From an optimization exercise on the open Yosys and OpenROAD flow, aimed at a short achievable clock period and few clock cycles; shortcuts taken in it are not production practice.
Only simulation tests tie the RTL to the original design; equivalence was not proved.
Power figures rest on the tool's default switching activity, not on a simulated workload.

// myCPU
module myCPU (
    input  wire         cpu_rst,
    input  wire         cpu_clk,
    output wire [13:0]  inst_addr,
    input  wire [31:0]  inst,
    output wire [31:0]  Bus_addr,
    input  wire [31:0]  Bus_rdata,
    output wire         Bus_wen,
    output wire [31:0]  Bus_wdata
);
Size: ~140,000 sq um of cells after synthesis.
clock: 8.5 ns
lec_check: 0
abc_clock_period_in_ps: 3000
cap_margin: 20
core_margin: 2
core_utilization: 60
place_density: 0.75
setup_slack_margin: 5.0
slew_margin: 20
run.sh (not shown) runs the stock make flow with config.mk's settings and CLKGATE_MAP_FILE= SYNTH_SCRIPT=/design/flow/synth_recipe.tcl, a recipe that flattens the netlist after the stock synthesis.
The starting point completed with no timing, DRC or antenna violations.
Testbench counts at the start, summed over its fixed seeds: cycles 211,957.
Edit:
CORE_UTILIZATION = 40   (was 60)
PLACE_DENSITY = default   (was 0.75)
What happened: The new run finished with timing, DRC and antenna clean; worst hold slack hardly moves; total power is lower by 1.1%; utilization is lower by 23 points; clock skew is lower by 57 ps; design area is higher by 1.2%; clock power is about the same; cell count is higher by 12%; first-iteration DRC count is lower by 14%; global-route usage is lower by 17 points.


Setup of the previous run:
myCPU, a different RTL version from the one above (not shown whole).
Size in the first run: about 7800 cells after synthesis, ~2300 flip-flops, about 150 I/O pins, about 0.11 mm^2 of cells after synthesis.
clock: 8.5 ns
lec_check: 0
abc_clock_period_in_ps: 3000
cap_margin: 20
core_margin: 2
core_utilization: 40
slew_margin: 20
setup_slack_margin: 6.0
standard.sh (not shown) runs the stock make flow with config.mk's settings and CLKGATE_MAP_FILE= SYNTH_SCRIPT=/design/flow/synth_recipe.tcl, a recipe that flattens the netlist after the stock synthesis.
==> flow/flow/run.sh <==
#!/bin/bash
set -euo pipefail
echo "export SETUP_SLACK_MARGIN = 6.0" >> config.mk
bash standard.sh finish > standard_flow.log 2>&1
Testbench counts of the previous run, summed over its fixed seeds: cycles 205,280.
Setup changes, the previous run to the current run
Settings: SETUP_SLACK_MARGIN now 6.5, was 6.0.
==> flow/flow/run.sh <==
#!/bin/bash
set -euo pipefail
echo "export SETUP_SLACK_MARGIN = 6.5" >> config.mk
bash standard.sh finish > standard_flow.log 2>&1
[summary]
[compare] base=the previous run new=the current run: detailed-route DRC error count was more or less identical, share of final-layout standard cells stronger than drive strength 1 went up by 4.3 points. Going from the previous run to the current run, sequential cell power was more or less identical, post-route clock period utilization saw little to no change. Maximum clock skew at final layout delta (the current run − the previous run): unfavourable.


Another version of the RTL of myCPU (not shown whole).
Size: ~7000 cells after synthesis, roughly 0.11 mm2 of cells after synthesis.
Settings: LEC_CHECK=0, ABC_CLOCK_PERIOD_IN_PS=3000, CAP_MARGIN=20, CORE_MARGIN=2, CORE_UTILIZATION=40, SETUP_SLACK_MARGIN=5.0, SLEW_MARGIN=20; clock period 8.5 ns.
run.sh (not shown) runs the stock make flow with config.mk's settings and CLKGATE_MAP_FILE= SYNTH_SCRIPT=/design/flow/synth_recipe.tcl, a recipe that flattens the netlist after the stock synthesis.
Stock flow here: none of the scripts above is used.
The starting point finished with timing, DRC and antenna clean.
Testbench counts at the start, summed over its fixed seeds: cycles 218,737.
Next try:
--- a/flow/config.mk
+++ b/flow/config.mk
@@ -10,4 +10,7 @@
 export CORE_MARGIN = 2
 export CORE_UTILIZATION = 40
+export CTS_BUF_LIST = sky130_fd_sc_hd__clkbuf_16 sky130_fd_sc_hd__clkbuf_8
+export CTS_CLUSTER_DIAMETER = 60
+export CTS_CLUSTER_SIZE = 30
 export SETUP_SLACK_MARGIN = 5.0
 export SLEW_MARGIN = 20
=> The new run passed the timing, DRC and antenna checks. Maximum frequency climbs by 0.64%. Design area shrinks by 2.2%. Worst hold slack is better by 5.9 ps. Routed wire length goes down by 0.87%. Utilization is lower by 1.1 points. Die area stays the same. Clock power is lower by 18%.


== lane 1 ==
Another version of the RTL of myCPU (not shown whole).
Size in the first run: about 7,900 cells after synthesis, ~110,000 µm² of cells after synthesis.
clock: 8.5 ns
lec_check: 0
abc_clock_period_in_ps: 3000
cap_margin: 20
core_margin: 2
core_utilization: 40
place_density: 0.7
slew_margin: 20
setup_slack_margin: 6.0
standard.sh (not shown) runs the stock make flow with config.mk's settings and CLKGATE_MAP_FILE= SYNTH_SCRIPT=/design/flow/synth_recipe.tcl, a recipe that flattens the netlist after the stock synthesis.
==> flow/flow/run.sh <==
#!/bin/bash
set -euo pipefail
echo "export SETUP_SLACK_MARGIN = 6.0" >> config.mk
bash standard.sh finish > standard_flow.log 2>&1
Lane 1: PASS, flow complete, no timing, DRC or antenna violations
Testbench counts of lane 1, summed over its fixed seeds: cycles 205,280.
Setup changes, lane 1 to lane 2
Settings: removing PLACE_DENSITY (formerly 0.7).
### Flow results
- In the metrics for lane 1 and lane 2, the one carrying the higher global routing met1 resource utilization is lane 2.
- Compared with lane 1, in lane 2 total routed wirelength now smaller, number of setup buffers added after CTS saw a decrease.


Setup of run P:
myCPU, a different RTL version from the one above (not shown whole).
For scale: ~7900 cells after synthesis, about 2300 flip-flops, about 150 I/O pins.
==> flow/config.mk <==
export PLATFORM = sky130hd
export DESIGN_NAME = myCPU
export DESIGN_NICKNAME = myCPU
export VERILOG_FILES = /design/flow/design.v
export SDC_FILE = /design/flow/constraint.sdc
export NUM_CORES = 4
export LEC_CHECK = 0
export ABC_CLOCK_PERIOD_IN_PS = 3000
export CAP_MARGIN = 20
export CORE_MARGIN = 2
export CORE_UTILIZATION = 40
export SETUP_SLACK_MARGIN = 5.0
export SLEW_MARGIN = 20
==> flow/constraint.sdc <==
create_clock -name core_clock -period 8.5 [get_ports {cpu_clk}]
set_input_delay 1.7000 -clock core_clock [delete_from_list [all_inputs] [get_ports {cpu_clk}]]
set_output_delay 1.7000 -clock core_clock [all_outputs]
set_load 0.01 [all_outputs]
run.sh (not shown) runs the stock make flow with config.mk's settings and CLKGATE_MAP_FILE= SYNTH_SCRIPT=/design/flow/synth_recipe.tcl, a recipe that flattens the netlist after the stock synthesis.
Stock flow here: none of the scripts above is used.
Testbench counts of run P, summed over its fixed seeds: cycles 205,280.
Changes in run M relative to run P:
- a change of SETUP_SLACK_MARGIN from 5.0 to 6.0
==> flow/flow/run.sh (new file) <==
#!/bin/bash
set -euo pipefail
echo "export SETUP_SLACK_MARGIN = 6.0" >> config.mk
bash standard.sh finish > standard_flow.log 2>&1
==> flow/standard.sh (new file) <==
#!/bin/bash
# synth_recipe.tcl (not shown) runs the flow's synth.tcl, then flattens the netlist and writes it again
# the make line also repeats each setting of config.mk as NAME=value (left out here)
make -C /OpenROAD-flow-scripts/flow DESIGN_CONFIG=/design/flow/config.mk WORK_HOME=/design/flow/orfs CLKGATE_MAP_FILE= SYNTH_SCRIPT=/design/flow/synth_recipe.tcl "${@:-finish}"
removed: flow/run.sh
Findings:
Diff run P -> run M | switching power summed over all nets | up by a little under 10%
The growth of design area from synthesis to finish in run M sits 13 points above the value recorded for run P.
Relative to run P, the number of buffers added by the clock tree synthesis step of run M is lower by about 1.2%.
Number of buffers added for setup after CTS: run M vs run P up 527
Summary of run M over run P: final antenna diode count picked up an extra 3, met1 routing resource usage after global routing picked up an extra 1.2 points, total power draw picked up an extra 6.6%, critical path depth picked up an extra 2, routed metal-1 wirelength picked up an extra 3100 um.
Between run P and run M, the difference in multi-input combinational gate total is negligible.


main:
myCPU, a different RTL version from the one above (not shown whole).
Size: roughly 150 I/O pins.
export LEC_CHECK = 0
export ABC_CLOCK_PERIOD_IN_PS = 3000
export CAP_MARGIN = 20
export CORE_MARGIN = 2
export CORE_UTILIZATION = 40
export PLACE_DENSITY = 0.7
export SLEW_MARGIN = 20
export SETUP_SLACK_MARGIN = 6.0
create_clock -name core_clock -period 8.5 [get_ports {cpu_clk}]
standard.sh (not shown) runs the stock make flow with config.mk's settings and CLKGATE_MAP_FILE= SYNTH_SCRIPT=/design/flow/synth_recipe.tcl, a recipe that flattens the netlist after the stock synthesis.
==> flow/flow/run.sh <==
#!/bin/bash
set -euo pipefail
echo "export SETUP_SLACK_MARGIN = 6.0" >> config.mk
bash standard.sh finish > standard_flow.log 2>&1
main reached the final stage; the timing, DRC and antenna checks on its layout passed.
Testbench counts of main, summed over its fixed seeds: cycles 208,666.
Changes in the feature branch relative to main:
Settings: clearing PLACE_DENSITY, which used to be 0.7; swapping 6.0 for 5.0 in SETUP_SLACK_MARGIN.
==> flow/run.sh (new file) <==
#!/bin/bash
# synth_recipe.tcl (not shown) runs the flow's synth.tcl, then flattens the netlist and writes it again
# the make line also repeats each setting of config.mk as NAME=value (left out here)
make -C /OpenROAD-flow-scripts/flow DESIGN_CONFIG=/design/flow/config.mk WORK_HOME=/design/flow/orfs CLKGATE_MAP_FILE= SYNTH_SCRIPT=/design/flow/synth_recipe.tcl finish
removed: flow/flow/run.sh
removed: flow/standard.sh
[summary]
- Compared with main, the feature branch shows critical path depth lower by 5.
- Power was lower in the feature branch than in main.
- The design area reported for the feature branch is smaller than that of main by 11%.
- Diff the feature branch..main | clock-pin slew reported for the worst setup and hold paths after clock tree synthesis | negligible
- Comparing main and the feature branch, the lower relative area of non-clock buffer cells in the final design was measured on the feature branch.

[afterwards: timing with drivers on the ports]
Ports are ideal in the flow. The routed layouts listed here were re-timed in OpenROAD. Step 1: set_driving_cell puts a clkbuf_16 on cpu_clk and a buf_2 on each other input, an assumption about the parent block. Step 2 also shifts input and output timing later by t, the mid clock arrival at the registers, as if the neighbouring blocks saw the same clock. Slacks: ideal / step 1 / step 2; pairs: ideal / step 1.
| run | t, ns | setup slack, ns | worst slew at a driven data input, ns |
|---|---|---|---|
| the first run of note 1 | 1.042 | 4.513 / 4.513 / 3.993 | 0.12 |
| the second run of note 1 | 1.014 | 4.662 / 4.662 / 3.696 | 0.24 |
| the previous run | 1.022 | 4.985 / 4.985 / 4.074 | 0.19 |
| the current run | 0.995 | 4.984 / 4.984 / 4.033 | 0.27 |
| the first run of note 3 | 0.960 | 4.371 / 4.371 / 4.371 | 0.20 |
| the second run of note 3 | 0.958 | 4.397 / 4.397 / 4.397 | 0.20 |
| lane 1 | 0.971 | 4.963 / 4.963 / 4.179 | 0.22 |
| lane 2 | 0.950 | 4.868 / 4.868 / 4.227 | 0.15 |
| run P | 0.986 | 4.905 / 4.905 / 4.107 | 0.19 |
| run M | 0.998 | 4.968 / 4.968 / 4.180 | 0.21 |
| main | 1.010 | 4.950 / 4.950 / 4.289 | 0.24 |
| the feature branch | 0.967 | 4.915 / 4.915 / 3.980 | 0.15 |
After both steps every run listed still meets setup and hold. The setup slack of the second run of note 1, which loses most, moves by 0.000 ns with the drivers and by -0.966 ns with both steps.
